From an optimization exercise on the open Yosys and OpenROAD flow, aimed at small area, a short achievable clock period and few clock cycles; shortcuts taken in it are not production practice. Function was checked by simulation only, so behaviour that the tests miss may differ from the original.

==> build 88: inputs <==
==> flow/design.v <==
localparam SCR1_IALU_CMD_ALL_NUM_E    = 23;
localparam SCR1_IALU_CMD_WIDTH_E      = $clog2(SCR1_IALU_CMD_ALL_NUM_E);
typedef enum logic [SCR1_IALU_CMD_WIDTH_E-1:0] {
    SCR1_IALU_CMD_NONE  = '0,    
    SCR1_IALU_CMD_AND,           
    SCR1_IALU_CMD_OR,            
    SCR1_IALU_CMD_XOR,           
    SCR1_IALU_CMD_ADD,           
    SCR1_IALU_CMD_SUB,           
    SCR1_IALU_CMD_SUB_LT,        
    SCR1_IALU_CMD_SUB_LTU,       
    SCR1_IALU_CMD_SUB_EQ,        
    SCR1_IALU_CMD_SUB_NE,        
    SCR1_IALU_CMD_SUB_GE,        
    SCR1_IALU_CMD_SUB_GEU,       
    SCR1_IALU_CMD_SLL,           
    SCR1_IALU_CMD_SRL,           
    SCR1_IALU_CMD_SRA,           
    SCR1_IALU_CMD_MUL,           
    SCR1_IALU_CMD_MULHU,         
    SCR1_IALU_CMD_MULHSU,        
    SCR1_IALU_CMD_MULH,          
    SCR1_IALU_CMD_DIV,           
    SCR1_IALU_CMD_DIVU,          
    SCR1_IALU_CMD_REM,           
    SCR1_IALU_CMD_REMU           
} type_scr1_ialu_cmd_sel_e;
module scr1_pipe_ialu (
    input   logic                           clk,
    input   logic                           rst_n,
    input   logic                           exu2ialu_rvm_cmd_vd_i,
    output  logic                           ialu2exu_rvm_res_rdy_o,
    input   logic [32-1:0]          exu2ialu_main_op1_i,
    input   logic [32-1:0]          exu2ialu_main_op2_i,
    input   logic [SCR1_IALU_CMD_WIDTH_E-1:0] exu2ialu_cmd_i,
    output  logic [32-1:0]          ialu2exu_main_res_o,
    output  logic                           ialu2exu_cmp_res_o,
    input   logic [32-1:0]          exu2ialu_addr_op1_i,
    input   logic [32-1:0]          exu2ialu_addr_op2_i,
    output  logic [32-1:0]          ialu2exu_addr_res_o
);
logic [31:0] op1, op2;
logic [4:0]  cmd;
assign op1 = exu2ialu_main_op1_i;
assign op2 = exu2ialu_main_op2_i;
assign cmd = exu2ialu_cmd_i;
assign ialu2exu_addr_res_o = exu2ialu_addr_op1_i + exu2ialu_addr_op2_i;
logic        sum_sub;
logic [32:0] sum_res;
logic        ltu, lt, eq;
assign sum_sub = cmd[3] | cmd[1] | cmd[0];
assign sum_res = {1'b0, op1} + {1'b0, op2 ^ {32{sum_sub}}} + {32'd0, sum_sub};
assign ltu     = ~sum_res[32];
assign lt      = ltu ^ op1[31] ^ op2[31];
assign eq      = (op1 == op2);
logic        shft_left;
logic [31:0] shft_in, shft_out, shft_rev;
assign shft_left = ~cmd[1] & ~cmd[0];    
always_comb begin
    for (int i = 0; i < 32; i++) begin
        shft_rev[i] = op1[31-i];
    end
end
assign shft_in  = shft_left ? shft_rev : op1;
assign shft_out = 32'($signed({(cmd == SCR1_IALU_CMD_SRA) & op1[31], shft_in}) >>> op2[4:0]);
logic [31:0] shl_res, shr_res;
always_comb begin
    for (int i = 0; i < 32; i++) begin
        shl_res[i] = shft_out[31-i];
    end
end
assign shr_res = shft_out;
logic cmd_mul, cmd_div, div_rem, div_sgn;
assign cmd_mul = (cmd == SCR1_IALU_CMD_MUL)  | (cmd == SCR1_IALU_CMD_MULHU)
               | (cmd == SCR1_IALU_CMD_MULHSU) | (cmd == SCR1_IALU_CMD_MULH);
assign cmd_div = (cmd == SCR1_IALU_CMD_DIV)  | (cmd == SCR1_IALU_CMD_DIVU)
               | (cmd == SCR1_IALU_CMD_REM)  | (cmd == SCR1_IALU_CMD_REMU);
assign div_rem = (cmd == SCR1_IALU_CMD_REM)  | (cmd == SCR1_IALU_CMD_REMU);
assign div_sgn = (cmd == SCR1_IALU_CMD_DIV)  | (cmd == SCR1_IALU_CMD_REM);
logic st_m1, st_m2, st_it, st_fix;
logic st_idle;
assign st_idle = ~(st_m1 | st_m2 | st_it | st_fix);
logic [33:0] x_ff;
logic [36:0] y_ff;
logic [32:0] z_ff;
logic [4:0]  cnt_ff;
logic        mul1_ff;             
logic        fix_ff;              
logic        mul_a_sgn, mul_b_sgn;
logic [18:0] mul_y;               
logic [32:0] mul_mc;
logic [50:0] mul_p;
logic [31:0] mul_res;
assign mul_a_sgn = ((cmd == SCR1_IALU_CMD_MUL) | (cmd == SCR1_IALU_CMD_MULH)
                 |  (cmd == SCR1_IALU_CMD_MULHSU)) & op1[31];
assign mul_b_sgn = ((cmd == SCR1_IALU_CMD_MUL) | (cmd == SCR1_IALU_CMD_MULH)) & op2[31];
logic [32:0] mul_a33, mul_b33, mul_xs, mul_ys;
logic        mul_a_small, mul_b_small, mul_swap;
assign mul_a33     = {mul_a_sgn, op1};
assign mul_b33     = {mul_b_sgn, op2};
assign mul_a_small = (mul_a33[32:17] == '0) | (mul_a33[32:17] == '1);
assign mul_b_small = (mul_b33[32:17] == '0) | (mul_b33[32:17] == '1);
assign mul_swap    = ~mul_b_small & mul_a_small;
assign mul_xs      = mul_swap ? mul_b33 : mul_a33;    
assign mul_ys      = mul_swap ? mul_a33 : mul_b33;    
logic [18:0] enc_y;
logic [26:0] enc_sel;
logic [26:0] sel_ff;              
assign enc_y = st_idle ? {mul_ys[17:0], 1'b0} : {{3{y_ff[33]}}, y_ff[33:18]};
always_comb begin
    logic b0, b1, b2;
    for (int i = 0; i < 9; i++) begin
        b0 = enc_y[2*i];
        b1 = enc_y[2*i+1];
        b2 = enc_y[2*i+2];
        enc_sel[3*i+2] = b2 & ~(b1 & b0);
        enc_sel[3*i+1] = (b2 & ~b1 & ~b0) | (~b2 & b1 & b0);
        enc_sel[3*i]   = b1 ^ b0;
    end
end
always_ff @(posedge clk) begin
    sel_ff <= enc_sel;
end
assign mul_y  = y_ff[18:0];
assign mul_mc = z_ff;
always_comb begin
    logic [34:0] a1, a2, pp;
    logic        neg, one, two;
    logic [50:0] acc;
    a1  = {{2{x_ff[32]}}, x_ff[32:0]};
    a2  = {x_ff[32], x_ff[32:0], 1'b0};
    acc = 51'(-(51'd1 << 32));
    for (int i = 0; i < 9; i++) begin
        acc = acc - (51'd1 << (34 + 2*i));
    end
    acc = acc + {18'd0, ~mul_mc[32], mul_mc[31:0]};
    for (int i = 0; i < 9; i++) begin
        neg = sel_ff[3*i+2];
        two = sel_ff[3*i+1];
        one = sel_ff[3*i];
        pp  = ({35{one}} & a1) | ({35{two}} & a2);
        pp  = pp ^ {35{neg}};
        acc = acc + ({16'd0, ~pp[34], pp[33:0]} << (2*i)) + ({50'd0, neg} << (2*i));
    end
    mul_p = acc;
end
always_comb begin
    if (st_m2) begin
        mul_res = (cmd == SCR1_IALU_CMD_MUL) ? {mul_p[13:0], y_ff[36:19]} : mul_p[45:14];
    end else begin
        mul_res = (cmd == SCR1_IALU_CMD_MUL) ? mul_p[31:0] : {{13{mul_p[50]}}, mul_p[50:32]};
    end
end
logic        a_neg, b_neg;
logic [31:0] a_abs, b_abs;
logic [31:0] a_x, b_x;
logic [5:0]  a_lz, b_lz;
logic        b_zero;
logic        div_triv;
logic [5:0]  div_sh;
logic [33:0] div_d0;
assign a_neg  = div_sgn & op1[31];
assign b_neg  = div_sgn & op2[31];
assign a_abs  = a_neg ? -op1 : op1;
assign b_abs  = b_neg ? -op2 : op2;
assign a_x    = op1 ^ {32{a_neg}};
assign b_x    = op2 ^ {32{b_neg}};
always_comb begin
    a_lz = 6'd32;
    b_lz = 6'd32;
    for (int i = 0; i < 32; i++) begin
        if (a_x[i]) a_lz = 6'd31 - 6'(i);
        if (b_x[i]) b_lz = 6'd31 - 6'(i);
    end
end
assign b_zero = (op2 == 32'd0);
logic [32:0] triv_a, triv_sm;
assign triv_a = a_neg ? {a_x, 1'b1} : {1'b0, a_x};
always_comb begin
    triv_sm = triv_a;
    for (int k = 1; k < 33; k = k * 2) begin
        triv_sm = triv_sm | (triv_sm >> k);
    end
end
assign div_triv = b_zero | (|({1'b0, b_x} & ~triv_sm));
assign div_sh   = (b_lz - a_lz + {5'd0, a_neg}) | 6'd1;
assign div_d0   = {2'b00, b_abs} << div_sh;
logic [34:0] div_t1, div_t2;
logic        div_q1, div_q2;
logic [31:0] div_r1, div_r2;
logic [31:0] div_qn;
logic        div_last;
logic [31:0] div_res_it;
logic [31:0] div_res_fix;
logic [31:0] div_res_triv;
assign div_t1 = {3'b000, z_ff[31:0]} - {1'b0, x_ff};
assign div_q1 = ~div_t1[34];
assign div_r1 = div_q1 ? div_t1[31:0] : z_ff[31:0];
assign div_t2 = {3'b000, div_r1} - {2'b00, x_ff[33:1]};
assign div_q2 = ~div_t2[34];
assign div_r2 = div_q2 ? div_t2[31:0] : div_r1;
assign div_qn = {y_ff[29:0], div_q1, div_q2};
assign div_last     = (cnt_ff == 5'd0);
assign div_res_it   = div_rem ? div_r2 : div_qn;
assign div_res_fix  = div_t1[31:0];
assign div_res_triv = div_rem ? op1 : {32{b_zero}};
always_ff @(posedge clk) begin
    if (st_idle) begin
        x_ff   <= cmd_div ? div_d0 : {1'b0, mul_xs};
        y_ff   <= cmd_div ? 37'd0  : {3'd0, mul_ys, 1'b0};
        mul1_ff <= mul_a_small | mul_b_small;
        z_ff   <= cmd_div ? {1'b0, a_abs} : 33'd0;
        cnt_ff <= 5'(div_sh >> 1);
        fix_ff <= div_rem ? a_neg : (a_neg ^ b_neg);
    end else if (st_m1) begin
        y_ff       <= {mul_p[17:0], {3{y_ff[33]}}, y_ff[33:18]};
        z_ff       <= mul_p[50:18];
    end else if (st_it) begin
        if (div_last & fix_ff) begin
            x_ff <= {2'b00, div_res_it};
            z_ff <= 33'd0;
        end else begin
            x_ff <= {2'b00, x_ff[33:2]};
            z_ff <= {1'b0, div_r2};
        end
        y_ff   <= {5'd0, div_qn};
        cnt_ff <= cnt_ff - 5'd1;
    end
end
always_ff @(posedge clk, negedge rst_n) begin
    if (~rst_n) begin
        st_m1  <= 1'b0;
        st_m2  <= 1'b0;
        st_it  <= 1'b0;
        st_fix <= 1'b0;
    end else begin
        st_m1  <= exu2ialu_rvm_cmd_vd_i & st_idle & cmd_mul;
        st_m2  <= exu2ialu_rvm_cmd_vd_i & st_m1 & ~mul1_ff;
        st_it  <= exu2ialu_rvm_cmd_vd_i & ((st_idle & cmd_div & ~div_triv) | (st_it & ~div_last));
        st_fix <= exu2ialu_rvm_cmd_vd_i & st_it & div_last & fix_ff;
    end
end
logic s_and, s_or, s_xor, s_sum, s_cmp, s_shl, s_shr;
logic s_mul, s_dit, s_dfix, s_dtriv;
logic cmp_inv, cmp_bit;
logic [31:0] res_early;
assign s_and   = (cmd == SCR1_IALU_CMD_AND);
assign s_or    = (cmd == SCR1_IALU_CMD_OR);
assign s_xor   = (cmd == SCR1_IALU_CMD_XOR);
assign s_sum   = (cmd == SCR1_IALU_CMD_ADD) | (cmd == SCR1_IALU_CMD_SUB);
assign s_cmp   = (cmd >= SCR1_IALU_CMD_SUB_LT) & (cmd <= SCR1_IALU_CMD_SUB_GEU);
assign s_shl   = (cmd == SCR1_IALU_CMD_SLL);
assign s_shr   = (cmd == SCR1_IALU_CMD_SRL) | (cmd == SCR1_IALU_CMD_SRA);
assign s_mul   = cmd_mul;
assign s_dit   = cmd_div & st_it;
assign s_dfix  = cmd_div & st_fix;
assign s_dtriv = cmd_div & ~st_it & ~st_fix;
assign cmp_inv = (cmd == SCR1_IALU_CMD_SUB_NE) | (cmd == SCR1_IALU_CMD_SUB_GE)
               | (cmd == SCR1_IALU_CMD_SUB_GEU);
assign cmp_bit = cmp_inv ^ ((((cmd == SCR1_IALU_CMD_SUB_LT)  | (cmd == SCR1_IALU_CMD_SUB_GE))  & lt)
                          | (((cmd == SCR1_IALU_CMD_SUB_LTU) | (cmd == SCR1_IALU_CMD_SUB_GEU)) & ltu)
                          | (((cmd == SCR1_IALU_CMD_SUB_EQ)  | (cmd == SCR1_IALU_CMD_SUB_NE))  & eq));
assign res_early = ({32{s_and}}   & (op1 & op2))
                 | ({32{s_or}}    & (op1 | op2))
                 | ({32{s_xor}}   & (op1 ^ op2))
                 | ({32{s_shl}}   & shl_res)
                 | ({32{s_shr}}   & shr_res)
                 | ({32{s_dfix}}  & div_res_fix)
                 | ({32{s_dtriv}} & div_res_triv);
assign ialu2exu_main_res_o = res_early
                           | ({32{s_sum}} & sum_res[31:0])
                           | ({32{s_mul}} & mul_res)
                           | ({32{s_dit}} & div_res_it)
                           | {31'd0, s_cmp & cmp_bit};
assign ialu2exu_cmp_res_o  = s_cmp & cmp_bit;
always_comb begin
    ialu2exu_rvm_res_rdy_o = 1'b1;
    if (cmd_mul) begin
        ialu2exu_rvm_res_rdy_o = st_m2 | (st_m1 & mul1_ff);
    end else if (cmd_div) begin
        ialu2exu_rvm_res_rdy_o = st_fix | (st_it & div_last & ~fix_ff) | (~st_it & div_triv);
    end
end
endmodule
==> flow/flow/run.sh <==
#!/bin/bash
set -euo pipefail
bash standard.sh SETUP_SLACK_MARGIN=6 "BUFFER_PORTS_ARGS=-buffer_cell sky130_fd_sc_hd__buf_4" finish > standard_flow.log 2>&1
==> flow/standard.sh <==
#!/bin/bash
# synth_recipe.tcl (not shown) runs the flow's synth.tcl, then flattens the netlist and writes it again
# the make line also repeats each setting of config.mk as NAME=value (left out here)
make -C /OpenROAD-flow-scripts/flow DESIGN_CONFIG=/design/flow/config.mk WORK_HOME=/design/flow/orfs CLKGATE_MAP_FILE= SYNTH_SCRIPT=/design/flow/synth_recipe.tcl "${@:-finish}"
==> flow/config.mk <==
export PLATFORM = sky130hd
export DESIGN_NAME = scr1_pipe_ialu
export DESIGN_NICKNAME = scr1_pipe_ialu
export VERILOG_FILES = /design/flow/design.v
export SDC_FILE = /design/flow/constraint.sdc
export NUM_CORES = 4
export LEC_CHECK = 0
export ABC_AREA = 1
export CAP_MARGIN = 20
export CORE_MARGIN = 2
export CORE_UTILIZATION = 40
export SLEW_MARGIN = 20
==> flow/constraint.sdc <==
create_clock -name core_clock -period 17.0 [get_ports {clk}]
set_input_delay 3.4000 -clock core_clock [delete_from_list [all_inputs] [get_ports {clk}]]
set_output_delay 3.4000 -clock core_clock [all_outputs]
set_load 0.01 [all_outputs]
==> build 14: changes against build 88 <==
==> flow/flow/run.sh (replaced) <==
#!/bin/bash
set -euo pipefail
PORTS="BUFFER_PORTS_ARGS=-buffer_cell sky130_fd_sc_hd__buf_4"
bash standard.sh SETUP_SLACK_MARGIN=6.5 "$PORTS" cts > standard_flow_cts.log 2>&1
bash standard.sh SETUP_SLACK_MARGIN=0 "$PORTS" finish > standard_flow_finish.log 2>&1
- CORE_UTILIZATION: 40 -> 55
==> summary of the runs <==
Setup slack: build 88 is better than build 14 (0.21 ns). Of build 88 and build 14, build 14 has the higher clock-buffer cell count (gap 1). Via count: build 88 is smaller than build 14 (4.8%). Of build 14 and build 88, build 88 has the higher fmax (gap about 1.8%, measured against build 88). Of build 14 and build 88, build 14 has the higher global-route usage (gap 14 points). Between build 14 and build 88, the lower non-clock buffer count is in build 14 (gap 2). Between build 88 and build 14, the lower clock skew is in build 14 (gap 0.0059 ns). In build 14 the sequential share of layout area is higher than in build 88, by 0.12 points.
==> figures <==
                                                                                          build 88                 build 14
CP peak stage delay                                                                        0.97 ns                  0.80 ns
Die height                                                                                  319 um                   272 um
Setup slack, reg-to-reg                                                                    9.46 ns                  9.42 ns
Fraction of cell area in non-clock buffers                                                   7.46%                    7.80%
Run status                                                                 complete, no violations  complete, no violations
Average routed wire per standard cell                                                      31.1 um                  31.0 um
Footprint of the flip-flops and latches                                                 3990 sq um               4000 sq um
Fraction of standard cell area in multi-input logic                                          72.7%                    73.0%
First-pass GRT wire length                                                               313000 um                306000 um
Shortest clock period the worst path allows after layout                                  11.02 ns                 11.22 ns
Core area                                                                              98300 sq um              71400 sq um
Clock Network Area Fraction                                                                  1.25%                    1.32%
DP Cell Count                                                                                 7104                     6743
Total half-perimeter wirelength after legalization and detailed placement                173000 um                158000 um
Launching point of the worst reg2reg path                                                  x_ff[2]                 x_ff[24]
Testbench counts of build 88, summed over its fixed seeds: cycles 20,636.
Testbench counts of build 14, summed over its fixed seeds: cycles 20,636.

re-timing with driven ports:
How much do the figures lean on ideal ports? The routed layouts below were timed once more, with nothing changed but the port constraints.
Step 1: set_driving_cell puts a clkbuf_16 on clk and a buf_2 on each other input, an assumption about the parent block.
Step 2, shift: input delay + t, output delay - t, t = (earliest + latest rising clock arrival at the registers) / 2. This alone moves slack from input paths to output paths.
Three values: ideal ports, drivers, drivers and shift; two values: the first two.
| run | t, ns | setup WS [ns] | worst data-port slew with drivers (ns) |
|---|---|---|---|
| build 88 | 0.526 | 5.982 / 5.948 / 5.948 | 0.23 |
| build 14 | 0.522 | 5.776 / 5.714 / 5.884 | 0.06 |
After both steps every run listed still meets setup and hold. The setup slack of build 88, which loses most, moves by -0.034 ns with the drivers and by -0.034 ns with both steps.
